What follows belongs to an exercise in optimizing a design on an open flow for small area, a short achievable clock period and few clock cycles; a production flow would make more cautious choices. At most, simulation tests tie the RTL to the original design; equivalence was not proved. The RTL of run 1 was laid out without a check of its function. No activity file was given, so power comes from the tool's default toggle rates.

==> flow/run.sh <==
#!/bin/bash
# synth_recipe.tcl (not shown) runs the flow's synth.tcl, then flattens the netlist and writes it again
# the make line also repeats each setting of config.mk as NAME=value (left out here)
make -C /OpenROAD-flow-scripts/flow DESIGN_CONFIG=/design/flow/config.mk WORK_HOME=/design/flow/orfs CLKGATE_MAP_FILE= SYNTH_SCRIPT=/design/flow/synth_recipe.tcl finish
==> flow/config.mk <==
export PLATFORM = sky130hd
export DESIGN_NAME = top_proc
export DESIGN_NICKNAME = top_proc
export VERILOG_FILES = /design/flow/design.v
export SDC_FILE = /design/flow/constraint.sdc
export NUM_CORES = 4
export LEC_CHECK = 0
export CAP_MARGIN = 20
export CORE_MARGIN = 2
export CORE_UTILIZATION = 40
export SLEW_MARGIN = 20
==> flow/constraint.sdc <==
create_clock -name core_clock -period 10.0 [get_ports {clk}]
set_input_delay 2.0000 -clock core_clock [delete_from_list [all_inputs] [get_ports {clk}]]
set_output_delay 2.0000 -clock core_clock [all_outputs]
set_load 0.01 [all_outputs]
==> flow/design.v <==
module ALU(
  output [31:0] result,
  output [31:0] sum,
  input  [31:0] a,
  input  [31:0] b,
  input         cin,
  input         sel_add,    
  input         sel_slt,
  input         sel_and,
  input         sel_or,
  input         sel_xor,
  input         sel_sr,     
  input         sel_sll,
  input         sra);
  assign sum = a + b + {31'b0, cin};
  wire slt = (a[31] ^ ~b[31]) ? a[31] : sum[31];
  wire [31:0] a_rev;
  genvar i;
  generate for (i = 0; i < 32; i = i + 1) begin : g_rev
    assign a_rev[i] = a[31 - i];
  end endgenerate
  wire [31:0] sh_in = sel_sll ? a_rev : a;
  wire [63:0] sh_ext = {{32{sra & a[31]}}, sh_in};
  wire [63:0] sh_full = sh_ext >> b[4:0];
  wire [31:0] sh_out = sh_full[31:0];
  wire [31:0] sh_rev;
  generate for (i = 0; i < 32; i = i + 1) begin : g_rev2
    assign sh_rev[i] = sh_out[31 - i];
  end endgenerate
  assign result = ({32{sel_add}} & sum)
                | ({32{sel_slt}} & {31'b0, slt})
                | ({32{sel_and}} & (a & b))
                | ({32{sel_or}}  & (a | b))
                | ({32{sel_xor}} & (a ^ b))
                | ({32{sel_sr}}  & sh_out)
                | ({32{sel_sll}} & sh_rev);
endmodule
module regfile(
  output [31:0] rd1,
  output [31:0] rd2,
  input         clk,
  input  [4:0]  ra1,
  input  [4:0]  ra2,
  input         we,
  input  [4:0]  wa,
  input  [31:0] wd);
  wire [31:0] rv [0:31];
  assign rv[0] = 32'b0;
  genvar i;
  generate for (i = 1; i < 32; i = i + 1) begin : g_reg
    reg [31:0] r;
    always @(posedge clk)
      if (we && wa == i) r <= wd;
    assign rv[i] = r;
  end endgenerate
  assign rd1 = rv[ra1];
  assign rd2 = rv[ra2];
endmodule
module top_proc(
  output reg [31:0] PC,
  output [31:0] dAddress,
  output [31:0] dWriteData,
  output reg MemRead,
  output reg MemWrite,
  input clk,
  input rst,
  input [31:0] instr,
  input [31:0] dReadData);
  localparam [31:0] INITIAL_PC = 32'h00400000;
  localparam [6:0] OP_R = 7'b0110011, OP_I = 7'b0010011, OP_S = 7'b0100011,
                   OP_B = 7'b1100011, OP_L = 7'b0000011;
  reg        dv;           
  reg [31:0] e_a, e_b, e_s;
  reg        e_cin;
  reg        e_add, e_slt, e_and, e_or, e_xor, e_sr, e_sll, e_sra;
  reg        e_we;
  reg [4:0]  e_rd;
  reg        e_br, e_beq;
  reg [13:0] e_off;        
  reg        w_we, w_ld;
  reg [4:0]  w_rd;
  reg [31:0] w_res;
  wire [6:0] op  = instr[6:0];
  wire [4:0] rd  = instr[11:7];
  wire [2:0] f3  = instr[14:12];
  wire [4:0] rs1 = instr[19:15];
  wire [4:0] rs2 = instr[24:20];
  wire       b30 = instr[30];
  wire isR = (op == OP_R);
  wire isI = (op == OP_I);
  wire isS = (op == OP_S);
  wire isB = (op == OP_B);
  wire isL = (op == OP_L);
  wire isA = ~isR & ~isS & ~isB & ~isL;    
  reg [11:0] imm12;
  always @(*) begin
    if (isI | isL)  imm12 = instr[31:20];
    else if (isS)   imm12 = {instr[31:25], instr[11:7]};
    else if (isB)   imm12 = {instr[31], instr[7], instr[30:25], instr[11:8]};
    else            imm12 = 12'b0;
  end
  wire [31:0] imm32 = {{20{imm12[11]}}, imm12};
  wire r_alt = isR & b30;                  
  wire a_alt = isA & b30;
  wire op_sub = isR & b30 & (f3 == 3'b000);
  wire op_sll = (isR | isA) & ~b30 & (f3 == 3'b001);
  wire op_slt = ((isR & ~b30) | isA) & (f3 == 3'b010);
  wire op_xor = ((isR & ~b30) | isA) & (f3 == 3'b100);
  wire op_sr  = (isR | isA) & (f3 == 3'b101);
  wire op_sra = op_sr & b30;
  wire op_or  = ((isR & ~b30) | isA) & (f3 == 3'b110);
  wire op_and = ((isR & ~b30) | isA) & (f3 == 3'b111);
  wire op_add = ~(op_sll | op_slt | op_xor | op_sr | op_or | op_and);
  wire inv_b  = op_sub | op_slt;
  wire use_imm = ~isR & ~isB;
  wire [31:0] rf1, rf2;
  wire [31:0] alu_res;
  wire [31:0] w_data = w_ld ? dReadData : w_res;
  wire        w_wr   = w_we;
  regfile RF(.rd1(rf1), .rd2(rf2), .clk(clk), .ra1(rs1), .ra2(rs2),
             .we(w_wr), .wa(w_rd), .wd(w_data));
  wire [31:0] v1 = (e_we && e_rd == rs1) ? alu_res :
                   (w_we && w_rd == rs1) ? w_data : rf1;
  wire [31:0] v2 = (e_we && e_rd == rs2) ? alu_res :
                   (w_we && w_rd == rs2) ? w_data : rf2;
  wire use1 = isR | isI | isL | isS | isB;
  wire use2 = isR | isS | isB;
  reg  e_ld_we;
  wire stall = e_ld_we && ((use1 && e_rd == rs1) || (use2 && e_rd == rs2));
  ALU ALU_E(.result(alu_res), .sum(dAddress), .a(e_a), .b(e_b), .cin(e_cin),
            .sel_add(e_add), .sel_slt(e_slt), .sel_and(e_and), .sel_or(e_or),
            .sel_xor(e_xor), .sel_sr(e_sr), .sel_sll(e_sll), .sra(e_sra));
  assign dWriteData = e_s;
  wire cond_eq  = (e_a == e_b);
  wire cond_add = ((e_a ^ e_b) == {(e_a[30:0] | e_b[30:0]), 1'b0});
  wire taken = e_br && (e_beq ? cond_eq : cond_add);
  wire go = dv && !stall && !taken;
  wire [31:0] pc_inc = taken ? {{18{e_off[13]}}, e_off} :
                       (dv && stall) ? 32'hFFFFFFFC : 32'd4;
  wire [13:0] off_d = {imm12[11], imm12, 1'b0} - 14'd8;
  always @(posedge clk) begin
    if (!rst) begin
      PC <= INITIAL_PC;
      dv <= 1'b0;
      e_we <= 1'b0; e_ld_we <= 1'b0; e_br <= 1'b0;
      MemRead <= 1'b0; MemWrite <= 1'b0;
      w_we <= 1'b0;
    end else begin
      PC <= PC + pc_inc;
      dv <= !taken && !(dv && stall);
      e_we    <= go && (isR | isI | isL) && rd != 5'd0;
      e_ld_we <= go && isL && rd != 5'd0;
      e_br    <= go && isB;
      MemRead <= go && isL;
      MemWrite <= go && isS;
      w_we <= e_we;
    end
  end
  always @(posedge clk) begin
    e_a   <= v1;
    e_b   <= (use_imm ? imm32 : v2) ^ {32{inv_b}};
    e_s   <= v2;
    e_cin <= inv_b;
    e_add <= op_add; e_slt <= op_slt; e_and <= op_and; e_or <= op_or;
    e_xor <= op_xor; e_sr <= op_sr; e_sll <= op_sll; e_sra <= op_sra;
    e_rd  <= rd;
    e_beq <= (f3 == 3'b000);
    e_off <= off_d;
    w_rd  <= e_rd;
    w_ld  <= MemRead;
    w_res <= alu_res;
  end
endmodule
==> notes.md, run 1 <==
After synthesis, the largest family of logic cells by area is compound AO/OA/AOI/OAI gates. The endpoint required time on the critical path came out at 8.00 ns. The HPWL after detailed placement is 175 mm. The run finished with no timing, DRC or antenna violations.

In this run, synthesis produced a sequential element count of 1192. The setup skew after layout is 0.0340 ns. The final critical-path share of the clock period is 0.785. The synthesized-area fraction occupied by xor and xnor cells is 0.0190. Input and output buffers added on the ports amount to 162.

Wire segments on met2 add up to 122 mm in the final route. The synthesized netlist net count is 5069. The distinct cell type count of the synthesized netlist is 98. The die is 387 um tall.

In this run the core area contains 140 standard-cell rows. The max-capacitance violation count is 0. The placeable core region is 0.146 mm^2. The layout cell share with drive strength beyond 1 came out at 0.117. The worst register-to-register path begins at e_b[2].

The class of the tightest hold or removal check is reg -> reg. The width of the die is 387 um. In the final timing run, aggregate negative setup slack is 0 ns. Setup repair after global routing left no endpoint under its margin. The arrival time at the worst endpoint came out at 5.85 ns. The type of element launching the critical path is a flop. The count of clock tree sinks came out at 1192. Timing would allow up to 127 MHz. The post-synthesis share of cell area spent on and, or, nand and nor gates is 0.104. The starting density of the core came out at 0.402. The post-detailed-routing wire length came out at 292 mm.

The global-route wire length before repair came out at 393 mm. The routed wire length per instance came out at 41.7 um. In the synthesized netlist the async set-or-reset flop fraction comes to 0. In this run the count of I/O pins placed on the die edge is 164.

The congestion estimate from routability-driven global placement came to 0.984. The clock power share is 0.376. The total length of routed met3 wires is 45.0 mm. The via count of the first global-routing pass was 47801. The proportion of power drawn by flip-flops and latches is 0.465. The number of buffers added for setup after CTS is 0. The cell area after layout came out at 0.0667 mm^2. The number of DRC violations after detailed-routing iteration 0 is 10337. The worst-case register-to-register setup slack is 2.64 ns. The power per unit of standard cell area came out at 190 mW/mm^2. After clock tree synthesis, the clock-pin slew on the worst setup and hold paths is 0.06 ns. Of the total synthesized cell area, the portion taken by full adders, half adders and majority gates is 0.0218.

The deepest clock path buffer count is 3. The compound-cell area share of the yosys netlist is 0.198. Leaving out fill and tap cells, the most frequent cell in the layout is sky130_fd_sc_hd__edfxtp_1.

At the pin with the least slew margin, the transition time is 1.29 ns. The die covers 0.150 mm^2. The cell sitting at the root of the clock tree is a sky130_fd_sc_hd__clkbuf_16. For this block, the via count after detailed routing is 50983.

The mux cell area share after synthesis is 0.0448. The synthesis warning total is 2. The final count of pins violating max slew is 0. The minimum clock period after layout came out at 7.85 ns. Global routing finished with a remaining overflow of 0. In the synthesized netlist the dominant register cell turns out to be sky130_fd_sc_hd__edfxtp_1. The later pin in the worst-skew pair is clocked with a latency of 0.78 ns. The post-synthesis instance area came out at 0.0586 mm^2. The reported leakage power is 0.0235 uW. The maximum level of the CTS H-tree came out at 3. In this run the tightest slew margin relative to its limit is 0.142. The total internal power came out at 9020 uW. The startpoint of the tightest hold check path is MemRead. The total of endpoints with negative setup slack in the final report is 0.

The placed instances occupy a cell area of 0.0626 mm^2. In the synthesized netlist, the number of instances is 4904. The critical path starts at e_b[2]. Summed over all nets, the switching power comes to 3620 uW.

The number of buffers created by CTS came out at 119. The clock tree from TritonCTS is yes. The maximum number of pins on one net before global-route repair came out at 65. The overall fraction of global-route tracks in use came out at 0.376. The routed length on met1 came out at 98.7 mm. In this run the critical register-to-register path is captured at PC[29]. After detailed routing, the number of vias per cell comes to 7.29. The mean cell area of the mapped netlist came out at 11.9 um^2.

The number of hold-slack violations in the final timing report is 0. In this run the worst setup path terminates at dAddress[31]. The number of hold buffers added after CTS was 0.

The number of cells traversed by the worst register-to-register path is 20. The length of the first detailed-routing pass in iterations came out at 12. The library cells used most frequently in the layout, excluding fill and tap cells, are 992 x sky130_fd_sc_hd__edfxtp_1, 874 x sky130_fd_sc_hd__a22oi_1, 462 x sky130_fd_sc_hd__nand2_1. The number of instances resized during post-cts repair came out at 0.

Across the VDD grid, the largest voltage drop is 160 uV. The detailed router used layers up to and including met5. The layout overhead on the synthesized area came out at 13.9%. The part of the Yosys area used for sequential elements is 0.577. The number of enable-type register cells in the synthesized netlist is 992. The antenna violation net count after detailed routing is 0. The number of antenna violations at the first check in global routing is 16.

The total DRC errors in the routed layout is 0. The number of nets at the end of the flow came out at 5124. The switching share of power came out at 0.287.

The worst setup path is captured at an output pin. The share of power burned in combinational logic came out at 0.159. The biggest fanout along the worst timing path is 29.

The type of the worst setup path is reg -> out.
[metal layers]
metal	track usage	vias up
met5	0	-
met4	0.249	6
met3	0.141	1504
met2	0.554	5217
met1	0.460	24616
li1	-	19640
[critical path, cell delays in order, from the launching register on]
cell and delay (ns):
sky130_fd_sc_hd__dfxtp_2 0.74, sky130_fd_sc_hd__inv_1 0.51, sky130_fd_sc_hd__ha_1 0.60, sky130_fd_sc_hd__nor2_1 0.20, sky130_fd_sc_hd__a211oi_1 0.10, sky130_fd_sc_hd__o21ai_0 0.66
sky130_fd_sc_hd__nand3_1 0.20, sky130_fd_sc_hd__nand2_1 0.13, sky130_fd_sc_hd__o21ai_0 0.15, sky130_fd_sc_hd__a31o_2 0.31, sky130_fd_sc_hd__a21o_1 0.20, sky130_fd_sc_hd__a21o_1 0.21
sky130_fd_sc_hd__fa_1 0.52, sky130_fd_sc_hd__clkdlybuf4s50_1 0.55
[per-stage QoR]
stage	util	setup slack (ns)	total power (uW)	hold slack, ns	std cells
5_1_grt	0.458	1.84	12900	0.377	6981
3_5_place_dp	0.430	2.76	7900	0.365	6755
3_3_place_gp	0.430	2.72	7900	0.371	6755
4_1_cts	0.458	2.23	12500	0.377	6980
2_1_floorplan	-	4.37	6960	0.373	4904
6_report	0.458	2.15	12600	0.375	6995
[registers in the layout, indices dropped and copies added, names as in the netlist, 5 cells and up]
signal / cells
RF.g.r: 992
e_a: 32
e_b: 32
e_s: 32
w_res: 32
PC: 31
e_off: 13
e_rd: 5
w_rd: 5
[power by group through the flow]
stage	registers, uW	logic (uW)	clock network, uW
2_1_floorplan	5900	1060	0
3_3_place_gp	5980	1920	0
4_1_cts	5880	1920	4720
3_5_place_dp	5980	1920	0
5_1_grt	5880	2070	4920
6_report	5880	2010	4750
[how the worst min path moves through the flow]
stage / cells past startpoint / slack [ns] / to
5_1_grt: 0 / 0.38 / w_ld
4_1_cts: 0 / 0.38 / w_ld
3_3_place_gp: 0 / 0.37 / w_ld
2_1_floorplan: 0 / 0.37 / w_rd[2]
6_report: 0 / 0.37 / w_ld
3_5_place_dp: 0 / 0.36 / w_ld
[synthesized netlist by cell type (9+ instances only)]
library cell / count / area (um^2)
sky130_fd_sc_hd__o211ai_1: 20 / 150
sky130_fd_sc_hd__a22oi_1: 874 / 6560
sky130_fd_sc_hd__a21o_1: 49 / 368
sky130_fd_sc_hd__a2111oi_0: 24 / 210
sky130_fd_sc_hd__a222oi_1: 65 / 651
sky130_fd_sc_hd__nand3_1: 128 / 641
sky130_fd_sc_hd__nand2_1: 463 / 1740
sky130_fd_sc_hd__o21bai_1: 9 / 67.6
sky130_fd_sc_hd__nand4_1: 44 / 275
sky130_fd_sc_hd__xor2_1: 43 / 377
sky130_fd_sc_hd__a221oi_1: 26 / 228
sky130_fd_sc_hd__o221ai_1: 15 / 131
sky130_fd_sc_hd__and3_1: 95 / 594
sky130_fd_sc_hd__nor2b_1: 13 / 81.3
sky130_fd_sc_hd__and2_1: 46 / 288
sky130_fd_sc_hd__mux4_2: 60 / 1350
sky130_fd_sc_hd__dfxtp_1: 200 / 4000
sky130_fd_sc_hd__mux2i_1: 51 / 510
sky130_fd_sc_hd__o21a_1: 26 / 195
sky130_fd_sc_hd__nor3_1: 70 / 350
sky130_fd_sc_hd__inv_1: 120 / 450
sky130_fd_sc_hd__mux4_1: 10 / 263
sky130_fd_sc_hd__o21ai_0: 100 / 500
sky130_fd_sc_hd__clkbuf_1: 272 / 1020
sky130_fd_sc_hd__a22o_1: 39 / 342
sky130_fd_sc_hd__buf_2: 24 / 120
sky130_fd_sc_hd__nor2_1: 199 / 747
sky130_fd_sc_hd__a21oi_1: 173 / 866
sky130_fd_sc_hd__mux2_2: 43 / 484
sky130_fd_sc_hd__nor4_1: 71 / 444
sky130_fd_sc_hd__nor3b_1: 19 / 143
sky130_fd_sc_hd__nand2b_1: 31 / 194
sky130_fd_sc_hd__ha_1: 95 / 1190
sky130_fd_sc_hd__edfxtp_1: 992 / 29800
sky130_fd_sc_hd__xnor2_1: 84 / 736
sky130_fd_sc_hd__or4_1: 16 / 120
sky130_fd_sc_hd__a31oi_1: 18 / 113
sky130_fd_sc_hd__a2bb2oi_1: 13 / 114
sky130_fd_sc_hd__clkbuf_8: 18 / 248
sky130_fd_sc_hd__o31ai_1: 12 / 90.1
sky130_fd_sc_hd__a211oi_1: 20 / 150
sky130_fd_sc_hd__buf_1: 44 / 165
sky130_fd_sc_hd__a31o_2: 11 / 96.3
[logic make-up (layout without fill, tap and decap cells)]
kind of cell	count (synthesis)	count (layout)
XOR/XNOR	127	127
adder cells (fa/ha/maj)	100	100
flip-flops	1192	1192
multiplexers	165	165
other	1	16
AND/OR/NAND/NOR	1252	1252
AO/OA/AOI/OAI	1578	1578
buffers and inverters	489	648
[cell type report]
cell class | instances | area [um^2]
well taps | 1917 | 2400
diodes | 15 | 37.5
flip-flops and latches | 1192 | 33800
repair buffers | 300 | 2660
multi-input cells | 3223 | 23300
clock buffers | 157 | 3310
fillers | 13037 | 78900
clock inverters | 68 | 761
inverters | 123 | 463
==> run 2: changes to the inputs <==
--- a/flow/design.v
+++ b/flow/design.v
@@ -75,6 +75,9 @@
   reg        e_add, e_slt, e_and, e_or, e_xor, e_sr, e_sll, e_sra;
-  reg        e_we;
+  reg        e_we, e_ld_we;
   reg [4:0]  e_rd;
-  reg        e_br, e_beq;
+  reg        e_br, e_beq, e_pred;
   reg [13:0] e_off;        
+  reg        e_fix;        
+  reg        f_a, f_b, f_s;
+  reg        p_ld, p_st, p_we, p_ldwe, p_br;
   reg        w_we, w_ld;
@@ -102,4 +105,3 @@
   wire [31:0] imm32 = {{20{imm12[11]}}, imm12};
-  wire r_alt = isR & b30;                  
-  wire a_alt = isA & b30;
+  wire [12:0] boff  = {instr[31], instr[7], instr[30:25], instr[11:8], 1'b0};
   wire op_sub = isR & b30 & (f3 == 3'b000);
@@ -118,13 +120,15 @@
   wire [31:0] w_data = w_ld ? dReadData : w_res;
-  wire        w_wr   = w_we;
   regfile RF(.rd1(rf1), .rd2(rf2), .clk(clk), .ra1(rs1), .ra2(rs2),
-             .we(w_wr), .wa(w_rd), .wd(w_data));
-  wire [31:0] v1 = (e_we && e_rd == rs1) ? alu_res :
-                   (w_we && w_rd == rs1) ? w_data : rf1;
-  wire [31:0] v2 = (e_we && e_rd == rs2) ? alu_res :
-                   (w_we && w_rd == rs2) ? w_data : rf2;
+             .we(w_we), .wa(w_rd), .wd(w_data));
+  wire fe1 = e_we && e_rd == rs1;
+  wire fe2 = e_we && e_rd == rs2;
+  wire fw1 = w_we && w_rd == rs1;
+  wire fw2 = w_we && w_rd == rs2;
+  wire [31:0] v1 = fe1 ? alu_res : fw1 ? w_data : rf1;
+  wire [31:0] v2 = fe2 ? alu_res : fw2 ? w_data : rf2;
   wire use1 = isR | isI | isL | isS | isB;
   wire use2 = isR | isS | isB;
-  reg  e_ld_we;
-  wire stall = e_ld_we && ((use1 && e_rd == rs1) || (use2 && e_rd == rs2));
+  wire m1 = use1 && e_rd == rs1;
+  wire m2 = use2 && e_rd == rs2;
+  wire stall = e_ld_we && (m1 || m2);
   ALU ALU_E(.result(alu_res), .sum(dAddress), .a(e_a), .b(e_b), .cin(e_cin),
@@ -135,7 +139,14 @@
   wire cond_add = ((e_a ^ e_b) == {(e_a[30:0] | e_b[30:0]), 1'b0});
-  wire taken = e_br && (e_beq ? cond_eq : cond_add);
-  wire go = dv && !stall && !taken;
-  wire [31:0] pc_inc = taken ? {{18{e_off[13]}}, e_off} :
-                       (dv && stall) ? 32'hFFFFFFFC : 32'd4;
-  wire [13:0] off_d = {imm12[11], imm12, 1'b0} - 14'd8;
+  wire cond = e_beq ? cond_eq : cond_add;
+  wire redirect = e_br && (cond ^ e_pred);
+  wire adv   = dv && !redirect;            
+  wire go    = adv && !stall;              
+  wire pt    = isB && (boff[12] || (rs1 == rs2 && f3 == 3'b000) ||
+                       (rs1 == 5'd0 && rs2 == 5'd0));
+  wire pred  = go && pt;
+  wire [31:0] pc_tgt = PC + {{18{e_off[13]}}, e_off};
+  wire [31:0] pc_p4  = PC + 32'd4;
+  wire [31:0] pc_m4  = PC - 32'd4;
+  wire [31:0] pc_prd = pc_m4 + {{19{boff[12]}}, boff};
+  wire [13:0] off_d = (pt && !stall) ? (14'd4 - {boff[12], boff}) : ({boff[12], boff} - 14'd8);
   always @(posedge clk) begin
@@ -144,3 +155,3 @@
       dv <= 1'b0;
-      e_we <= 1'b0; e_ld_we <= 1'b0; e_br <= 1'b0;
+      e_we <= 1'b0; e_ld_we <= 1'b0; e_br <= 1'b0; e_fix <= 1'b0;
       MemRead <= 1'b0; MemWrite <= 1'b0;
@@ -148,9 +159,18 @@
     end else begin
-      PC <= PC + pc_inc;
-      dv <= !taken && !(dv && stall);
-      e_we    <= go && (isR | isI | isL) && rd != 5'd0;
-      e_ld_we <= go && isL && rd != 5'd0;
-      e_br    <= go && isB;
-      MemRead <= go && isL;
-      MemWrite <= go && isS;
+      PC <= redirect ? pc_tgt : (dv && stall) ? PC : pred ? pc_prd : pc_p4;
+      dv <= !redirect && !(dv && stall) && !pred;
+      e_fix <= adv && stall;
+      if (e_fix) begin
+        e_we    <= p_we;
+        e_ld_we <= p_ldwe;
+        e_br    <= p_br;
+        MemRead <= p_ld;
+        MemWrite <= p_st;
+      end else begin
+        e_we    <= go && (isR | isI | isL) && rd != 5'd0;
+        e_ld_we <= go && isL && rd != 5'd0;
+        e_br    <= go && isB;
+        MemRead <= go && isL;
+        MemWrite <= go && isS;
+      end
       w_we <= e_we;
@@ -159,11 +179,26 @@
   always @(posedge clk) begin
-    e_a   <= v1;
-    e_b   <= (use_imm ? imm32 : v2) ^ {32{inv_b}};
-    e_s   <= v2;
-    e_cin <= inv_b;
-    e_add <= op_add; e_slt <= op_slt; e_and <= op_and; e_or <= op_or;
-    e_xor <= op_xor; e_sr <= op_sr; e_sll <= op_sll; e_sra <= op_sra;
-    e_rd  <= rd;
-    e_beq <= (f3 == 3'b000);
-    e_off <= off_d;
+    if (e_fix) begin
+      if (f_a) e_a <= dReadData;
+      if (f_b) e_b <= dReadData ^ {32{e_cin}};
+      if (f_s) e_s <= dReadData;
+    end else begin
+      e_a   <= v1;
+      e_b   <= (use_imm ? imm32 : v2) ^ {32{inv_b}};
+      e_s   <= v2;
+      e_cin <= inv_b;
+      e_add <= op_add; e_slt <= op_slt; e_and <= op_and; e_or <= op_or;
+      e_xor <= op_xor; e_sr <= op_sr; e_sll <= op_sll; e_sra <= op_sra;
+      e_rd  <= rd;
+      e_beq <= (f3 == 3'b000);
+      e_pred <= pt && !stall;
+      e_off <= off_d;
+      f_a <= m1;
+      f_b <= m2 && !use_imm;
+      f_s <= m2;
+      p_we <= (isR | isI | isL) && rd != 5'd0;
+      p_ldwe <= isL && rd != 5'd0;
+      p_br <= isB;
+      p_ld <= isL;
+      p_st <= isS;
+    end
     w_rd  <= e_rd;
--- a/flow/config.mk
+++ b/flow/config.mk
@@ -10,2 +10,3 @@
 export CORE_UTILIZATION = 40
+export SETUP_SLACK_MARGIN = 5
 export SLEW_MARGIN = 20
==> run 2 against run 1 <==
- still clean
- power is 6.0% higher
- sequential power is 2% higher
- die area is 8.2% higher
- critical endpoint unchanged
==> notes.md, run 2 <==
The flow ran to the end and the layout has no timing, DRC or antenna violations. The synthesized-area fraction occupied by xor and xnor cells came out at 0.0270. The post-route total power is 13400 uW. The count of filler cells inserted in the layout is 14040. The number of buffers inserted by port buffering came out at 162. The distinct cell type count of the synthesized netlist is 105.

Among the stages of the critical path, the cell type that occurs most often is sky130_fd_sc_hd__nand3_2. The number of enable-type register cells in the synthesized netlist came out at 1124. The total DRC errors in the routed layout is 0. Counting instances in the post-synthesis netlist gives the leading cell types as 1124 x sky130_fd_sc_hd__edfxtp_1, 880 x sky130_fd_sc_hd__a22oi_1, 514 x sky130_fd_sc_hd__nand2_1. The register with the most flip-flops in the final layout is RF.g.r. The global-route wire length before repair is 429 mm.

The prevailing post-synth register cell is sky130_fd_sc_hd__edfxtp_1. The routed wire length per instance came out at 40.1 um. The number of nets at the end of the flow came out at 5965. On the worst path, the slowest cell contributes a delay of 0.52 ns. The Yosys step of the flow raised 2 warnings. The post-synthesis instance area is 0.0635 mm^2. The slack of the critical path came out at 3.66 ns. Clock-pin slew was measured on the worst setup and hold paths at 0.06 ns. The post-synthesis share of cell area spent on and, or, nand and nor gates is 0.101. The power per unit of standard cell area is 179 mW/mm^2. The clock tree from TritonCTS is yes.

The number of antenna violations at the first check in global routing is 15. The share of flip-flops with an asynchronous set or reset after synthesis is 0. Measured along the x axis, the die boundary spans 402 um. Counting the buffers created by CTS gives 131.

The fraction of the core area covered by cells at the end of the flow is 0.474. The number of flip-flops under the largest register name is 992. Of all cell types, the one taking the most synthesized area is sky130_fd_sc_hd__edfxtp_1. The maximum level of the CTS H-tree is 4. The part of the Yosys area used for sequential elements is 0.556.

The arrival time at the worst endpoint is 4.34 ns. After synthesis the netlist holds a flip-flop and latch count of 1201. The HPWL reported at the end of detailed placement came out at 190 mm. The adder-cell share of the synthesized area is 0.0323. The endpoint required time on the critical path came out at 8.00 ns.

Setup total negative slack on the finished layout was measured at 0 ns. Global routing finished with a remaining overflow of 0. The number of hold-slack violations in the final timing report is 0. The achievable clock frequency is 158 MHz. The last weighted congestion value of the routability-driven placer is 1.01. For this run, the total global-route usage over all layers was measured as 0.379. The signal on the critical path passes through buf_12 > clkinv_8 > ha_4 > o211a_4 > a2111oi_4 > nor3_4 > o21ai_2 > nand3_2 > nand3_2 > a21boi_4 > o21a_1 > o21ai_1 > nand2b_1 > fa_1 > buf_2. The layout overhead on the synthesized area is 18.1%. Measured along the y axis, the die boundary spans 402 um. The die outline area is 0.162 mm^2. The via count of the first global-routing pass is 52887. Synthesis produced 5524 cells. The total number of vias came out at 57225. The top cell types in the final layout, fill and taps aside, are 1124 x sky130_fd_sc_hd__edfxtp_1, 878 x sky130_fd_sc_hd__a22oi_1, 509 x sky130_fd_sc_hd__nand2_1.

The type of element launching the critical path is a flop. In this run, post-CTS hold repair placed 0 buffers. When the netlist entered floorplanning its net count stood at 5751. Among all cell types in the netlist, the one instantiated most often is sky130_fd_sc_hd__edfxtp_1. The deepest clock path buffer count is 3. The starting density of the core is 0.402. The worst-case IR drop observed on VDD is 208 uV. Of all nets on the critical path, the largest fanout is 22. A synthesized cell averages 11.5 um^2.

The total of endpoints with negative setup slack in the final report is 0. The share of synthesized area in the top cell type comes to 0.532. Using the TritonRoute via totals, the vias-per-cell ratio works out to 7.22. The post-detailed-routing wire length came out at 318 mm. The cell row count came out at 146. The worst setup path is of the reg -> out kind. The path class of the tightest hold or removal check is reg -> reg.

Together, buffers and inverters on the worst path number 3. STA classifies the critical path endpoint as an output pin. The max-capacitance violation count is 0. At the placement stage, the worst setup path has a slack of 3.09 ns.

After synthesis, the largest family of logic cells by area is compound AO/OA/AOI/OAI gates. By area the synthesized netlist is led by sky130_fd_sc_hd__edfxtp_1 53%, sky130_fd_sc_hd__a22oi_1 10%, sky130_fd_sc_hd__ha_1 3.1%, sky130_fd_sc_hd__nand2_1 3.0%, sky130_fd_sc_hd__dfxtp_1 2.4%. The layout cell share with drive strength beyond 1 came out at 0.161.

Setup repair after global routing could not meet its margin everywhere. Measured against the total synthesized area, the mux share comes to 0.0417. The compound-cell area share of the yosys netlist is 0.203.

In this run the clock root is driven by a sky130_fd_sc_hd__clkbuf_16. The antenna violation net count after detailed routing came out at 0. After floorplanning, the core was sized to cover 0.158 mm^2. Of the available clock period, the critical path in the final layout requires 0.634. The clock insertion delay at the later pin of the skew report is 0.81 ns. The most common library cell in the layout ignoring fill and taps is sky130_fd_sc_hd__edfxtp_1.

The final count of pins violating max slew is 0. The critical path's slowest cell is sky130_fd_sc_hd__fa_1. Before antenna repair, the detailed router went through 17 iterations. The maximum number of pins on one net before global-route repair is 80. At the pin with the least slew margin, the transition time is 1.27 ns. The kind of cell with the highest combined delay along the critical path is compound AO/OA/AOI/OAI gates. The number of DRC violations after detailed-routing iteration 0 came out at 11536. Headroom to the max-slew limit came out at 0.145. The multi-input logic area came out at 0.0274 mm^2.

The count of clock tree sinks is 1201. Summed over all cells, the static leakage comes to 0.0264 uW. Summing all flip-flop and latch instances after layout gives 0.0353 mm^2. The minimum clock period after layout is 6.34 ns. 164 I/O pins were placed. Clock skew on the completed layout was measured at 0.0394 ns.
[run 2: cell types whose count changed in the layout (fill, tap and decap cells not counted), sizes merged, moves of 52 or more]
cell	before	now
a21oi	174	259
and3	95	39
buf	138	317
dfxtp	200	77
edfxtp	992	1124
ha	95	156
inv	132	222
nand2	463	515
nand4	44	100
nor2	200	259
o21ai	105	207
[run 2: area by class of cell]
cell class / count / share of cell area
flip-flops and latches: 1201 / 0.471
clock buffers: 160 / 0.0459
inverters: 221 / 0.0119
repair inverters: 1 / 0.000100
well taps: 2072 / 0.0346
repair buffers: 461 / 0.0583
clock inverters: 76 / 0.0120
multi-input cells: 3721 / 0.366
diodes: 8 / 0.000267
[run 2: final timing paths]
check / start / end / slack (ns) / cells after the start
max: e_b[2] / dAddress[31] / 3.66 / 15
min: MemRead / w_ld / 0.41 / 0
max reg2reg: e_a[22] / PC[12] / 5.13 / 14
min reg2reg: MemRead / w_ld / 0.41 / 0
[run 2: kinds of logic after synthesis]
| family | Yosys count |
|---|---|
| DFF | 1201 |
| xor gates and xnor gates | 195 |
| adders and majority gates | 161 |
| and+or+nand+nor | 1362 |
| AOI/OAI and AO/OA | 1809 |
| buffers and inverters | 606 |
| muxes | 189 |
| other | 1 |
[run 2: routing by layer]
layer  vias to the layer above  share of wire  track usage
li1                      22203              -            -
met1                     27363           0.34        0.461
met2                      5847           0.40        0.540
met3                      1784           0.16        0.170
met4                        28          0.092        0.254
met5                         -         0.0024      0.00208
[run 2: repair_timing]
action	CTS	global route
buffers inserted	104	42
gates cloned	7	3
endpoints found under the setup margin	148	105
hold endpoints to repair	0	0
pin swaps	57	31
gates resized for setup	312	141
[run 2: through the flow]
step           hold WS [ns]  std cells  area, um^2
6_report              0.410       7921       74900
5_1_grt               0.441       7915       74900
4_1_cts               0.446       7867       74000
3_5_place_dp          0.431       7520       67900
3_3_place_gp          0.440       7520       67900
2_1_floorplan         0.382       5524       63600
[run 2: report_power, final]
group / switching [uW] / internal, uW / total [uW]
clock network: 2200 / 2820 / 5020
registers: 108 / 5870 / 5980
logic: 1620 / 786 / 2400
Testbench counts of run 2, summed over its fixed seeds: cycles 18,279.
==> run 3: changes to the inputs <==
--- a/flow/design.v
+++ b/flow/design.v
@@ -5,2 +5,3 @@
   input  [31:0] b,
+  input  [31:0] p,
   input         cin,
@@ -14,3 +15,20 @@
   input         sra);
-  assign sum = a + b + {31'b0, cin};
+  wire [31:0] g = a & b;
+  wire [31:0] gk [0:5];
+  wire [31:0] pk [0:5];
+  assign gk[0] = {g[31:1], g[0] | (p[0] & cin)};
+  assign pk[0] = p;
+  genvar l, j;
+  generate for (l = 0; l < 5; l = l + 1) begin : g_lvl
+    for (j = 0; j < 32; j = j + 1) begin : g_bit
+      if (j >= (1 << l)) begin : g_op
+        assign gk[l+1][j] = gk[l][j] | (pk[l][j] & gk[l][j - (1 << l)]);
+        assign pk[l+1][j] = pk[l][j] & pk[l][j - (1 << l)];
+      end else begin : g_pass
+        assign gk[l+1][j] = gk[l][j];
+        assign pk[l+1][j] = pk[l][j];
+      end
+    end
+  end endgenerate
+  assign sum = p ^ {gk[5][30:0], cin};
   wire slt = (a[31] ^ ~b[31]) ? a[31] : sum[31];
@@ -31,5 +49,5 @@
                 | ({32{sel_slt}} & {31'b0, slt})
-                | ({32{sel_and}} & (a & b))
-                | ({32{sel_or}}  & (a | b))
-                | ({32{sel_xor}} & (a ^ b))
+                | ({32{sel_and}} & g)
+                | ({32{sel_or}}  & (p | g))
+                | ({32{sel_xor}} & p)
                 | ({32{sel_sr}}  & sh_out)
@@ -72,3 +90,3 @@
   reg        dv;           
-  reg [31:0] e_a, e_b, e_s;
+  reg [31:0] e_a, e_b, e_s, e_p;
   reg        e_cin;
@@ -133,3 +151,3 @@
   wire stall = e_ld_we && (m1 || m2);
-  ALU ALU_E(.result(alu_res), .sum(dAddress), .a(e_a), .b(e_b), .cin(e_cin),
+  ALU ALU_E(.result(alu_res), .sum(dAddress), .a(e_a), .b(e_b), .p(e_p), .cin(e_cin),
             .sel_add(e_add), .sel_slt(e_slt), .sel_and(e_and), .sel_or(e_or),
@@ -178,2 +196,5 @@
   end
+  wire [31:0] b_d = (use_imm ? imm32 : v2) ^ {32{inv_b}};
+  wire [31:0] fix_a = f_a ? dReadData : e_a;
+  wire [31:0] fix_b = f_b ? dReadData ^ {32{e_cin}} : e_b;
   always @(posedge clk) begin
@@ -183,5 +204,7 @@
       if (f_s) e_s <= dReadData;
+      e_p <= fix_a ^ fix_b;
     end else begin
       e_a   <= v1;
-      e_b   <= (use_imm ? imm32 : v2) ^ {32{inv_b}};
+      e_b   <= b_d;
+      e_p   <= v1 ^ b_d;
       e_s   <= v2;
==> run 3 against run 2 <==
- still clean on timing, DRC and antenna
- via count is 10% higher
- global-route usage is 1.1 points higher
- highest routed layer unchanged
- sequential cell count grew 32
- hold slack gained 0.019 ns
- core utilization up 0.26 points
- critical path type unchanged
- clock skew increased by 0.0050 ns
- critical endpoint is now dAddress[26]
- die area grew 6.1%
- clock-buffer cell count rose by 14
- routed wire length is 10% higher
- combinational power increased by 6%
==> notes.md, run 3 <==
In this run the mean area of a mapped cell was 10.9 um^2. The area share of the largest cell type after synthesis is 0.472. Measured along the x axis, the die boundary spans 414 um. Yosys mapped the design onto 98 distinct sky130hd cell types. The starting density of the core is 0.403.

The number of hold-slack violations in the final timing report is 0. Counting every net in the synthesized netlist gives 6393. The final count of pins violating max slew is 0. The multi-input logic area is 0.0316 mm^2. Pin placement for this block handled 164 I/O pins.

For the worst setup path, the data arrival time is 3.48 ns. The later pin in the worst-skew pair is clocked with a latency of 0.81 ns. The prevailing post-synth register cell is sky130_fd_sc_hd__edfxtp_1. The relative slew slack came out at 0.215. The clock tree from TritonCTS is yes. The via count normalized by instance count is 7.28. In the finished design, the share of the clock period the worst path needs comes to 0.548. The share of flip-flops with an asynchronous set or reset after synthesis came out at 0. After detailed routing, the number of remaining DRC violations is 0. The number of DRC violations after detailed-routing iteration 0 is 12612. After synthesis, the most frequently instantiated cells are 1060 x sky130_fd_sc_hd__edfxtp_1, 640 x sky130_fd_sc_hd__a22oi_1, 427 x sky130_fd_sc_hd__nand3_1. The number of cells traversed by the worst register-to-register path is 11. From synthesis to final layout, the design area changed by 18.3%. Leaving out fill and tap cells, the most frequent cell in the layout is sky130_fd_sc_hd__edfxtp_1. Setup slack on the worst reg-to-reg path comes out at 5.03 ns.

The first global-routing pass estimated 471 mm of wire. The part of the Yosys area used for sequential elements is 0.524. The class of the tightest hold or removal check is reg -> reg.

The flow ran to the end and the layout has no timing, DRC or antenna violations. The number of antenna violations at the first check in global routing came out at 20. The endpoint of the worst register-to-register path is e_p[11]. The cell row count is 150.

The cell chosen for the clock root is sky130_fd_sc_hd__clkbuf_16. The worst supply voltage drop on vdd is 180 uV. Once layout is complete, the utilization of the core stands at 0.477. In the layout the commonest cells are 1060 x sky130_fd_sc_hd__edfxtp_1, 637 x sky130_fd_sc_hd__a22oi_1, 426 x sky130_fd_sc_hd__nand3_1.

The die is 414 um tall. The number of nets at the end of the flow came out at 6571. Derived from the worst setup path, the maximum achievable clock frequency is 183 MHz. No sink is reached through more buffers than the 3 on the longest clock path. The post-synthesis instance area is 0.0674 mm^2. Summed over all layers, the global routing overflow is 0. The maximum number of pins on one net before global-route repair came out at 93. The max-capacitance violation count is 0. The number of flip-flops under the largest register name is 992. The routed wire length per instance came out at 40.3 um. Along the worst path, the maximum fanout reaches 5. The HPWL reported at the end of detailed placement is 216 mm. The post-detailed-routing wire length came out at 350 mm.

In this run the static leakage power is 0.0285 uW. The total number of vias is 63209. The count of filler cells inserted in the layout is 15057.

Of the total power, the share spent switching nets is 0.303. The total internal power is 9650 uW. The most critical setup path has its endpoint at dAddress[26]. Adding up every negative setup slack in the final design gives 0 ns. The via count of the first global-routing pass is 57961.

sky130_fd_sc_hd__edfxtp_1 is the most common cell in the netlist. The first TritonRoute pass finished after 12 iterations. The clock power share came out at 0.367. The synthesis warning total came out at 3. The type of the worst setup path is reg -> out.

The power per unit of standard cell area came out at 174 mW/mm^2. After synthesis, the cell types taking the most area are sky130_fd_sc_hd__edfxtp_1 47%, sky130_fd_sc_hd__a22oi_1 7.1%, sky130_fd_sc_hd__dfxtp_1 5.1%, sky130_fd_sc_hd__nand3_1 3.2%, sky130_fd_sc_hd__ha_1 2.9%. The maximum level of the CTS H-tree came out at 4. The number of buffers created by CTS came out at 137. STA classifies the critical path endpoint as an output pin. The biggest area contributor in the post-synthesis netlist is sky130_fd_sc_hd__edfxtp_1. The core region is 0.167 mm^2. The synthesis-stage register bit count came out at 1233.

The proportion of power drawn by flip-flops and latches came out at 0.449. The clock-pin slew of the registers on the worst-case setup and hold paths is 0.06 ns. The net switching power of the design is 4200 uW.

The number of instances in the synthesized netlist came out at 6168. At the pin with the least slew margin, the transition time is 1.18 ns. The worst register-to-register path begins at e_sll. Setup repair after global routing could not meet its margin everywhere.

The launch point of the critical path is e_cin. Of the total power, combinational logic draws 0.184. The antenna violation net count after detailed routing came out at 0. Data on the critical path is required at its endpoint by 8.00 ns. The worst path needs 5.48 ns of the cycle, external delays included. The worst setup path is launched from a flop. The count of clock tree sinks is 1233. The layout cell share with drive strength beyond 1 is 0.169. The synthesized design contains 1060 enable-type register cells. The total of endpoints with negative setup slack in the final report came out at 0. The setup skew after layout is 0.0444 ns. The register with the most flip-flops in the final layout is RF.g.r. In the global route stage, overall resource usage came out at 0.390. The number of buffers inserted by port buffering came out at 162. The die covers 0.172 mm^2.

The sequential cells in the finished layout cover a total of 0.0354 mm^2. The congestion estimate from routability-driven global placement came to 1.05. Across all hold checks on the routed design, the worst slack comes to 0.429 ns.
[run 3: worst max-delay path, cell delays in order, from the launching register on]
cell	delay, ns
sky130_fd_sc_hd__edfxtp_1	0.39
sky130_fd_sc_hd__ha_2	0.20
sky130_fd_sc_hd__or2_4	0.23
sky130_fd_sc_hd__ha_4	0.16
sky130_fd_sc_hd__o211ai_1	0.23
sky130_fd_sc_hd__a21oi_2	0.14
sky130_fd_sc_hd__nor4_2	0.26
sky130_fd_sc_hd__buf_4	0.22
sky130_fd_sc_hd__o31ai_4	0.10
sky130_fd_sc_hd__o21ai_2	0.22
sky130_fd_sc_hd__nand2_2	0.12
sky130_fd_sc_hd__xor2_4	0.24
sky130_fd_sc_hd__buf_2	0.18
[run 3: stage by stage]
step           total power [uW]  cell area [um^2]  setup WS [ns]  std cells
3_5_place_dp               8520             71800           2.84       8250
5_1_grt                   14100             79700           4.43       8660
3_3_place_gp               8510             71800           2.92       8250
2_1_floorplan              7430             67400           4.97       6168
6_report                  13900             79700           4.52       8677
4_1_cts                   13600             78400           4.47       8602
[run 3: final cells by class]
type / instances / share of cell area
sequential: 1233 / 0.444
multi-input combinational: 4244 / 0.397
timing repair buffer: 491 / 0.0577
clock buffer: 174 / 0.0458
tap: 2204 / 0.0346
inverter: 238 / 0.0114
clock inverter: 74 / 0.00937
antenna: 18 / 0.000565
timing repair inverter: 1 / 0.0000942
[run 3: cell families (layout without fill, tap and decap cells)]
logic type      count (synthesis)  count (layout)  share of synthesized area
buf+inv                       701             978                     0.0413
mux                           221             221                     0.0430
flops                        1233            1233                      0.524
other cells                     1              19                  0.0000557
fa+ha+maj                     159             159                     0.0298
compound gates               1760            1761                      0.188
simple gates                 1809            1818                      0.137
xor+xnor                      284             284                     0.0375
[run 3: how the worst min path moves through the flow]
stage / to / depth (start not counted) / start / slack, ns
after global routing: w_ld / 0 / MemRead / 0.42
final: w_ld / 0 / MemRead / 0.43
after detailed placement: w_ld / 0 / MemRead / 0.41
after floorplan: w_ld / 0 / MemRead / 0.38
after CTS: w_ld / 0 / MemRead / 0.43
after global placement: w_ld / 0 / MemRead / 0.43
[run 3: repair_timing]
item	in CTS	in global routing
hold buffers	0	0
gates resized for setup	490	229
gates cloned	12	3
setup endpoints to repair	200	103
pin swaps	72	104
setup buffers	92	51
[run 3: per-layer routing]
layer / share of wire / vias up / global-route usage / wire [um]
li1: - / 24534 / - / -
met1: 0.34 / 30475 / 0.467 / 119000
met2: 0.41 / 6307 / 0.558 / 142000
met3: 0.16 / 1869 / 0.162 / 54700
met4: 0.098 / 24 / 0.290 / 34100
met5: 0.0017 / - / 0.00834 / 589
[run 3: power groups by stage]
stage                     logic, uW  clock network, uW  registers, uW
after floorplan                1280                  0           6150
after global placement         2210                  0           6300
after detailed placement       2230                  0           6300
after CTS                      2350               5060           6200
after global routing           2610               5270           6220
final                          2550               5090           6210
Testbench counts of run 3, summed over its fixed seeds: cycles 18,279.
==> run 4: changes to the inputs <==
--- a/flow/config.mk
+++ b/flow/config.mk
@@ -9,3 +9,5 @@
 export CORE_MARGIN = 2
-export CORE_UTILIZATION = 40
+export CORE_UTILIZATION = 50
+export CTS_CLUSTER_DIAMETER = 150
+export CTS_CLUSTER_SIZE = 20
 export SETUP_SLACK_MARGIN = 5
==> run 4 against run 3 <==
- still clean
- sequential cell count did not move
- via count rose by 0.96%
- sequential share of layout area grew 1.3 points
- critical path depth is the same
- register-to-register slack gained 0.04 ns
- power fell by 14%
- first-iteration DRC count grew 9.2%
- sequential power barely moved
- critical path type unchanged
- critical endpoint is now dAddress[18]
- largest cell class unchanged
- largest power group unchanged
==> notes.md, run 4 <==
The flow ran to the end and the layout has no timing, DRC or antenna violations. For this block, the via count after detailed routing is 63817. Summed over all layers, the routed wires come to 353 mm.

The distinct cell type count of the synthesized netlist is 98. The most used standard cell by instance count after synthesis is sky130_fd_sc_hd__edfxtp_1. Setup repair after global routing could not meet its margin everywhere.

The placed instance area came out at 0.0714 mm^2. The worst supply voltage drop on vdd is 157 uV. By startpoint and endpoint, the worst setup path is classified as reg -> out. Each instance of the synthesized netlist takes up on average 10.9 um^2. The synthesized netlist net count is 6393.

The largest single stage delay on the critical path is 0.53 ns. The share of total power dissipated in the clock network is 0.268. The number of hold-slack violations in the final timing report is 0. In this run the clock root is driven by a sky130_fd_sc_hd__clkbuf_16. The share of total power dissipated in sequential elements is 0.519. The part of the Yosys area used for sequential elements came out at 0.524.

The via count of the first global-routing pass came out at 57991. The arrival time at the worst endpoint came out at 3.64 ns. The critical path goes through buf_6 > ha_4 > a21oi_1 > a21oi_2 > nor4_4 > buf_4 > buf_4 > buf_6 > or4_4 > and2_4 > xnor2_2 > buf_2. Of the cells placed in the final design, the portion with a size suffix greater than 1 is 0.159.

The total internal power came out at 8180 uW. The number of buffers inserted by port buffering came out at 162. The die outline height is 371 um. The synthesis-stage register bit count came out at 1233. The synthesized netlist occupies a cell area of 0.0674 mm^2. The library cell used most frequently in the layout, excluding fill and tap cells, is sky130_fd_sc_hd__edfxtp_1.

Ranked by flip-flop count, first place goes to RF.g.r. The finished cells cover 0.0774 mm^2. The antenna violation net count after detailed routing is 0.

The leftover overflow at the end of global routing came out at 0. The relative slew slack came out at 0.0893. The endpoint type of the worst setup path is an output pin. The minimum clock period after layout came out at 5.64 ns. The library cells used most frequently in the layout, excluding fill and tap cells, are 1060 x sky130_fd_sc_hd__edfxtp_1, 633 x sky130_fd_sc_hd__a22oi_1, 424 x sky130_fd_sc_hd__nand3_1. The setup total negative slack came out at 0 ns.

The floorplan has 134 rows. The number of DRC violations after detailed-routing iteration 0 came out at 13777. The reported leakage power is 0.0278 uW.

The number of instances in the synthesized netlist came out at 6168. At the later pin of the worst-skew pair, clock insertion delay measures 0.76 ns. The number of antenna violations at the first check in global routing came out at 25. The number of nets at the end of the flow came out at 6554. In the synthesized netlist, the cells that appear most often are 1060 x sky130_fd_sc_hd__edfxtp_1, 640 x sky130_fd_sc_hd__a22oi_1, 427 x sky130_fd_sc_hd__nand3_1.

The cell accounting for the most synthesized area is sky130_fd_sc_hd__edfxtp_1. Entering global routing, the biggest net connects 83 pins. The I/O pin total is 164. In the global route stage, overall resource usage came out at 0.498.

The worst-case register-to-register setup slack is 5.07 ns. After layout, the design draws a total of 11900 uW. The number of flip-flops under the largest register name is 992.

The number of enable-type register cells in the synthesized netlist came out at 1060. The worst setup timing slack at the placement stage came out at 2.68 ns. The worst setup path is launched from a flop. In this run the power density over the cells is 154 mW/mm^2. Summed over all nets, the switching power comes to 3750 uW. For the worst setup path, the data required time is 8.00 ns.

Dividing the detail-routed via count by the number of cells gives 7.83. The cell count after placement came out at 7834. The count of clock tree sinks is 1233.

Clock tree synthesis inserted a total of 72 buffers. The buffering stage count on the worst path with inverters included is 5. The routed wire length per instance is 43.3 um. The number of non-filler instances in the completed layout came out at 8151. CTS built an H-tree with a depth of 3. The kind of cell adding the most delay to the critical path is buffers and inverters. The total DRC errors in the routed layout is 0. The number of buffers added to fix hold violations after cts came out at 0. Dividing the final minimum period by the clock period gives 0.564. The setup skew after layout is 0.0280 ns.

The slack of the critical path came out at 4.36 ns. The HPWL reported at the end of detailed placement came out at 215 mm. In this run the horizontal extent of the chip is 371 um. The clock-pin slew of the registers on the worst-case setup and hold paths is 0.10 ns. The share of synthesized area in the top cell type comes to 0.472.

The die outline area is 0.138 mm^2. The share of power burned in combinational logic is 0.213. The slew at the pin closest to its max-slew limit is 1.36 ns. For this design, the slowest cell found on the critical path is sky130_fd_sc_hd__or4_4.

The layout overhead on the synthesized area is 14.9%. The share of flip-flops with an asynchronous set or reset after synthesis is 0. Setup violations remaining at the end of the flow were counted as 0. Before antenna repair, the detailed router went through 21 iterations. The max-capacitance violation count is 0. The achievable clock frequency is 177 MHz. The synthesis warning total came out at 3.

Ranked by total cell area, the synthesized netlist is headed by sky130_fd_sc_hd__edfxtp_1 47%, sky130_fd_sc_hd__a22oi_1 7.1%, sky130_fd_sc_hd__dfxtp_1 5.1%, sky130_fd_sc_hd__nand3_1 3.2%, sky130_fd_sc_hd__ha_1 2.9%. In the synthesized netlist the dominant register cell turns out to be sky130_fd_sc_hd__edfxtp_1. The placeable core region came out at 0.134 mm^2. The switching share of power is 0.314. The path class of the tightest hold or removal check is reg -> reg. The final count of pins violating max slew came out at 0.

The last weighted congestion value of the routability-driven placer came out at 1.05. TritonCTS built the clock tree. The biggest fanout along the worst timing path came out at 27. The count of filler cells inserted in the layout is 11145.

No sink is reached through more buffers than the 3 on the longest clock path. The starting density of the core is 0.504. The first global-routing pass estimated 472 mm of wire.
-- run 4: cell types whose count changed in the layout (fill, tap and decap cells not counted), moves of 8 or more --
| cell | previous run | this run |
|---|---|---|
| sky130_fd_sc_hd__clkbuf_16 | 139 | 76 |
| sky130_fd_sc_hd__buf_4 | 257 | 288 |
| sky130_fd_sc_hd__clkinv_2 | 26 | 0 |
| sky130_fd_sc_hd__clkinv_1 | 24 | 4 |
| sky130_fd_sc_hd__dfxtp_1 | 135 | 152 |
| sky130_fd_sc_hd__clkbuf_1 | 31 | 21 |
| sky130_fd_sc_hd__bufinv_16 | 9 | 0 |
| sky130_fd_sc_hd__dfxtp_2 | 27 | 18 |
| sky130_fd_sc_hd__dfxtp_4 | 11 | 3 |
-- run 4: cell families after synthesis --
kind of cell | after synthesis | synth area share
adder cells (fa/ha/maj) | 159 | 0.0298
other | 1 | 0.0000557
flip-flops | 1233 | 0.524
XOR/XNOR | 284 | 0.0375
AND/OR/NAND/NOR | 1809 | 0.137
AO/OA/AOI/OAI | 1760 | 0.188
multiplexers | 221 | 0.0430
buffers and inverters | 701 | 0.0413
-- run 4: power groups by stage --
| stage | Clock (uW) | Combinational, uW | Sequential [uW] |
|---|---|---|---|
| finish | 3200 | 2540 | 6200 |
| floorplan | 0 | 1280 | 6150 |
| global route | 3330 | 2590 | 6200 |
| CTS | 3150 | 2330 | 6190 |
| global placement | 0 | 2180 | 6290 |
| detailed placement | 0 | 2190 | 6290 |
-- run 4: cell type report --
| class | count | area, um^2 | area share |
|---|---|---|---|
| diodes | 25 | 62.6 | 0.000808 |
| repair inverters | 1 | 7.51 | 0.0000970 |
| flip-flops and latches | 1233 | 35300 | 0.456 |
| repair buffers | 540 | 5260 | 0.0679 |
| clock buffers | 95 | 1930 | 0.0249 |
| inverters | 238 | 903 | 0.0117 |
| multi-input cells | 4243 | 31600 | 0.408 |
| well taps | 1768 | 2210 | 0.0286 |
| clock inverters | 8 | 109 | 0.00141 |
-- run 4: worst paths after layout --
path,start,to,cells past startpoint
max reg2reg,e_sll,e_p[24],11
min reg2reg,MemRead,w_ld,0
max,e_b[3],dAddress[18],12
min,MemRead,w_ld,0
-- run 4: metal layers --
metal	share of wire	track usage
met1	0.33	0.589
met2	0.40	0.698
met3	0.16	0.218
met4	0.11	0.407
met5	0.0020	0.0164
-- run 4: through the flow --
| stage | hold WS [ns] | utilization |
|---|---|---|
| 2_1_floorplan | 0.382 | - |
| 3_3_place_gp | 0.411 | 0.534 |
| 3_5_place_dp | 0.415 | 0.534 |
| 4_1_cts | 0.428 | 0.572 |
| 5_1_grt | 0.425 | 0.579 |
| 6_report | 0.423 | 0.579 |
-- run 4: what timing repair did --
item	in CTS	in global routing
setup buffers	123	42
gates resized for setup	558	156
cloned	19	2
setup endpoints to repair	202	116
pin swaps	72	75
==> run 5: changes to the inputs <==
--- a/flow/design.v
+++ b/flow/design.v
@@ -91,3 +91,3 @@
   reg [31:0] e_a, e_b, e_s, e_p;
-  reg        e_cin;
+  reg        e_cin, p_cin;
   reg        e_add, e_slt, e_and, e_or, e_xor, e_sr, e_sll, e_sra;
@@ -166,4 +166,4 @@
   wire [31:0] pc_p4  = PC + 32'd4;
-  wire [31:0] pc_m4  = PC - 32'd4;
-  wire [31:0] pc_prd = pc_m4 + {{19{boff[12]}}, boff};
+  wire [13:0] boff4  = {boff[12], boff} - 14'd4;
+  wire [31:0] pc_prd = PC + {{18{boff4[13]}}, boff4};
   wire [13:0] off_d = (pt && !stall) ? (14'd4 - {boff[12], boff}) : ({boff[12], boff} - 14'd8);
@@ -210,3 +210,3 @@
       e_s   <= v2;
-      e_cin <= inv_b;
+      p_cin <= inv_b;
       e_add <= op_add; e_slt <= op_slt; e_and <= op_and; e_or <= op_or;
@@ -226,2 +226,3 @@
     end
+    e_cin <= e_fix ? p_cin : inv_b;
     w_rd  <= e_rd;
==> run 5 against run 4 <==
- still clean
- worst setup slack gained 0.033 ns
- via count fell by 6.6%
- cell count shrank 5.2%
- sequential power about the same
- maximum frequency grew 0.59%
- power is 1.9% lower
- sequential share of layout area rose by 1.9 points
- die area decreased by 3.9%
- core utilization fell by 0.23 points
- sequential cell count did not move
- critical path depth grew 1
- first-iteration DRC count shrank 12%
- critical path type unchanged
- critical endpoint is now dAddress[30]
- largest cell class unchanged
- highest routed layer unchanged
==> notes.md, run 5 <==
Setup repair after global routing could not meet its margin everywhere. The number of cells traversed by the worst register-to-register path is 13. The clock-pin slew of the registers on the worst-case setup and hold paths is 0.09 ns. Compared with the post-synthesis result, the final layout area differs by 15.0%. STA classifies the critical path endpoint as an output pin.

The detailed router placed 59602 vias in this run. In this run the tool buffered the top-level ports with 162 buffer cells. The antenna violation net count after detailed routing came out at 0.

For this design, the sink count on the clock tree is 1233. At the later pin of the worst-skew pair, clock insertion delay measures 0.74 ns. Counting the buffers created by CTS gives 72. The number of nets at the end of the flow is 6149. The run finished with no timing, DRC or antenna violations. Summed over all layers, the global routing overflow is 0.

The proportion of power drawn by flip-flops and latches came out at 0.530. The width of the die is 364 um. STA puts the critical path data arrival time at 3.60 ns. The total DRC errors in the routed layout came out at 0. For the final routed database, the setup TNS stands at 0 ns.

The prevailing post-synth register cell is sky130_fd_sc_hd__edfxtp_1. The length of the first detailed-routing pass in iterations is 11. Entering global routing, the biggest net connects 95 pins. In the synthesized netlist, the cells that appear most often are 1060 x sky130_fd_sc_hd__edfxtp_1, 856 x sky130_fd_sc_hd__a22oi_1, 533 x sky130_fd_sc_hd__nand2_1. The final count of pins violating max slew is 0. The post-route total power came out at 11700 uW.

The post-synthesis instance area came out at 0.0647 mm^2. Of the post-synthesis cell area, the dominant cell type holds 0.492. The worst pin sits at a relative slew slack of 0.136. The final critical-path share of the clock period came out at 0.560. The worst setup path is launched from a flop. The net switching power of the design is 3580 uW.

The power per unit of standard cell area came out at 157 mW/mm^2. In the layout the commonest cells are 1060 x sky130_fd_sc_hd__edfxtp_1, 854 x sky130_fd_sc_hd__a22oi_1, 523 x sky130_fd_sc_hd__nand2_1. The clock power share is 0.272. The reported leakage power came out at 0.0260 uW. Counting along the longest clock path gives a buffer depth of 3. Counting flops per register, the top entry is RF.g.r.

In this run the worst hold path is classified as reg -> reg. The share of total power dissipated in combinational logic is 0.198. Static timing analysis puts the maximum clock frequency at 178 MHz. The worst hold path was traced through 0 stages. The type of the worst setup path is reg -> out. The placed instance area is 0.0690 mm^2. The first global-routing pass estimated 444 mm of wire. The endpoint required time on the critical path is 8.00 ns. In this run the critical register-to-register path is launched from e_sll. The total of endpoints with negative setup slack in the final report came out at 0. The part of the Yosys area used for sequential elements came out at 0.545. The wire-length estimate of the detail-placed layout is 199 mm. Pin placement for this block handled 164 I/O pins. The total internal power came out at 8120 uW. The routed wire length per instance is 42.5 um.

The setup skew after layout is 0.0513 ns. The cell accounting for the most synthesized area is sky130_fd_sc_hd__edfxtp_1. In this run the most critical hold path is launched from MemRead. The synthesis warning total is 3. The synthesis-stage register bit count came out at 1233. The via count of the first global-routing pass came to 55325. The floorplan step set the die height to 364 um. The number of different library cells used by synthesis comes to 86. The cell row count is 132. The number of buffers added to fix hold violations after cts came out at 0. For this block, the initial DRC count from the detailed router was 12084.

For this run, asynchronously set or reset flops after synthesis account for 0. The post-detailed-routing wire length is 328 mm. The worst hold slack after final layout came out at 0.412 ns. For this configuration, the core starts out at a cell density of 0.502. The cell area after layout is 0.0744 mm^2. The minimum clock period after layout is 5.60 ns. In the routed layout, each cell is associated on average with a via count of 7.71. The cell chosen for the clock root is sky130_fd_sc_hd__clkbuf_16. The number of hold-slack violations in the final timing report is 0. The mean cell area of the mapped netlist is 11.3 um^2. The switching share of power is 0.306. The max-capacitance violation count is 0. In the post-synthesis netlist, the biggest area contributors are sky130_fd_sc_hd__edfxtp_1 49%, sky130_fd_sc_hd__a22oi_1 9.9%, sky130_fd_sc_hd__dfxtp_1 5.3%, sky130_fd_sc_hd__nand2_1 3.1%, sky130_fd_sc_hd__ha_1 2.5%. The layout cell share with drive strength beyond 1 came out at 0.167. The slew at the pin closest to its max-slew limit came out at 1.29 ns. The number of instances in the synthesized netlist is 5751.

The most used standard cell by instance count after synthesis is sky130_fd_sc_hd__edfxtp_1. The number of enable-type register cells in the synthesized netlist came out at 1060. The die outline area came out at 0.132 mm^2. The synthesized netlist net count came out at 5950. The worst supply voltage drop on vdd is 158 uV. The placeable core region is 0.129 mm^2. TritonCTS built the clock tree. The biggest fanout along the worst timing path came out at 4. The H-tree generated during clock tree synthesis spans 3 levels.

Routability-driven placement finished with a final weighted congestion of 1.03. The number of antenna violations at the first check in global routing is 14. The number of flip-flops under the largest register name is 992. For this run, the total global-route usage over all layers was measured as 0.483. The launch point of the critical path is p_cin. Leaving out fill and tap cells, the most frequent cell in the layout is sky130_fd_sc_hd__edfxtp_1.
## run 5: critical path, stage by stage, from the launching register on
cell and delay (ns):
sky130_fd_sc_hd__edfxtp_1 0.45, sky130_fd_sc_hd__ha_2 0.23, sky130_fd_sc_hd__or2_4 0.24, sky130_fd_sc_hd__ha_4 0.16
sky130_fd_sc_hd__o211ai_1 0.16, sky130_fd_sc_hd__buf_4 0.16, sky130_fd_sc_hd__a21oi_4 0.08, sky130_fd_sc_hd__o211ai_1 0.28
sky130_fd_sc_hd__o22ai_2 0.15, sky130_fd_sc_hd__o21ai_4 0.21, sky130_fd_sc_hd__o211ai_1 0.17, sky130_fd_sc_hd__a21oi_1 0.23
sky130_fd_sc_hd__xnor2_1 0.16, sky130_fd_sc_hd__buf_2 0.17
## run 5: cell families (layout without fill, tap and decap cells)
kind of cell	after synthesis	count (layout)	synth area share
AO/OA/AOI/OAI	1897	1897	0.207
AND/OR/NAND/NOR	1436	1436	0.105
flip-flops	1233	1233	0.545
buffers and inverters	533	761	0.0318
XOR/XNOR	292	292	0.0395
multiplexers	226	226	0.0457
adder cells (fa/ha/maj)	133	133	0.0259
other	1	7	0.0000579
## run 5: final cells by class
type	count	area [um^2]
Fill cell	10648	54600
Sequential cell	1233	35400
Multi-Input combinational cell	3985	29400
Timing Repair Buffer	534	4910
Tap cell	1742	2180
Clock buffer	94	1930
Inverter	123	479
Clock inverter	9	109
Antenna cell	6	15.0
Timing Repair inverter	1	6.26
## run 5: timing repair
action / in CTS / in global routing
pin swaps: 120 / 51
cloned: 6 / 1
resized for setup: 445 / 135
setup buffers: 176 / 28
setup endpoints to repair: 189 / 111
## run 5: layer usage
layer / track usage / vias up / share of wire
li1: - / 22990 / -
met1: 0.582 / 28616 / 0.33
met2: 0.696 / 6042 / 0.41
met3: 0.190 / 1931 / 0.16
met4: 0.360 / 23 / 0.10
met5: 0.0243 / - / 0.0017
## run 5: final timing paths
kind | endpoint | slack (ns)
worst max-delay path | dAddress[30] | 4.40
worst max register to register | e_p[13] | 5.21
worst min-delay path | w_ld | 0.41
worst min register to register | w_ld | 0.41
## run 5: through the flow
| stage | instances | utilization | setup WS (ns) |
|---|---|---|---|
| floorplan | 5751 | - | 4.34 |
| global placement | 7403 | 0.535 | 2.73 |
| detailed placement | 7405 | 0.535 | 2.87 |
| CTS | 7690 | 0.572 | 4.42 |
| global route | 7722 | 0.577 | 4.29 |
| finish | 7727 | 0.577 | 4.40 |
## run 5: power groups by stage
stage               registers (uW)  clock network [uW]  logic [uW]
global placement              6290                   0        2070
CTS                           6190                3150        2160
global route                  6210                3330        2380
detailed placement            6300                   0        2080
finish                        6210                3180        2320
floorplan                     6170                   0        1170
Testbench counts of run 5, summed over its fixed seeds: cycles 18,279.

==> static timing again, ports no longer ideal <==
In the flow no input, the clock included, has a driving cell. The finished layouts below were timed again as built, in two steps. Step 1 sets driving cells, clkbuf_16 on the clock port and buf_2 on the other inputs (assumed; they add their load-dependent delay and slew). Step 2 adds t to the input delays and takes it off the output delays; t is the mean of the earliest and latest rising clock arrival at the registers after step 1. Input paths then give back, and output paths get back, about the clock's delay inside the block. a / b / c = no drivers / after step 1 / after step 2; a / b = the first two.
run | shift t [ns] | setup slack, ns | clock arrival spread, ns | worst register clock-pin slew, ns | worst data-port slew with drivers (ns)
run 1 | 0.851 | 2.152 / 2.068 / 2.601 | 0.040 / 0.040 | 0.09 / 0.09 | 0.14
run 2 | 0.875 | 3.656 / 3.575 / 4.101 | 0.041 / 0.042 | 0.08 / 0.08 | 0.11
run 3 | 0.862 | 4.521 / 4.440 / 4.078 | 0.053 / 0.054 | 0.07 / 0.07 | 0.11
run 4 | 0.817 | 4.363 / 4.286 / 4.041 | 0.037 / 0.036 | 0.10 / 0.10 | 0.10
run 5 | 0.790 | 4.396 / 4.321 / 3.994 | 0.052 / 0.052 | 0.11 / 0.11 | 0.17
After both steps setup and hold are still met in every run listed. For run 3, which loses most, drivers alone change the setup slack by -0.081 ns; drivers and shift together by -0.443 ns.
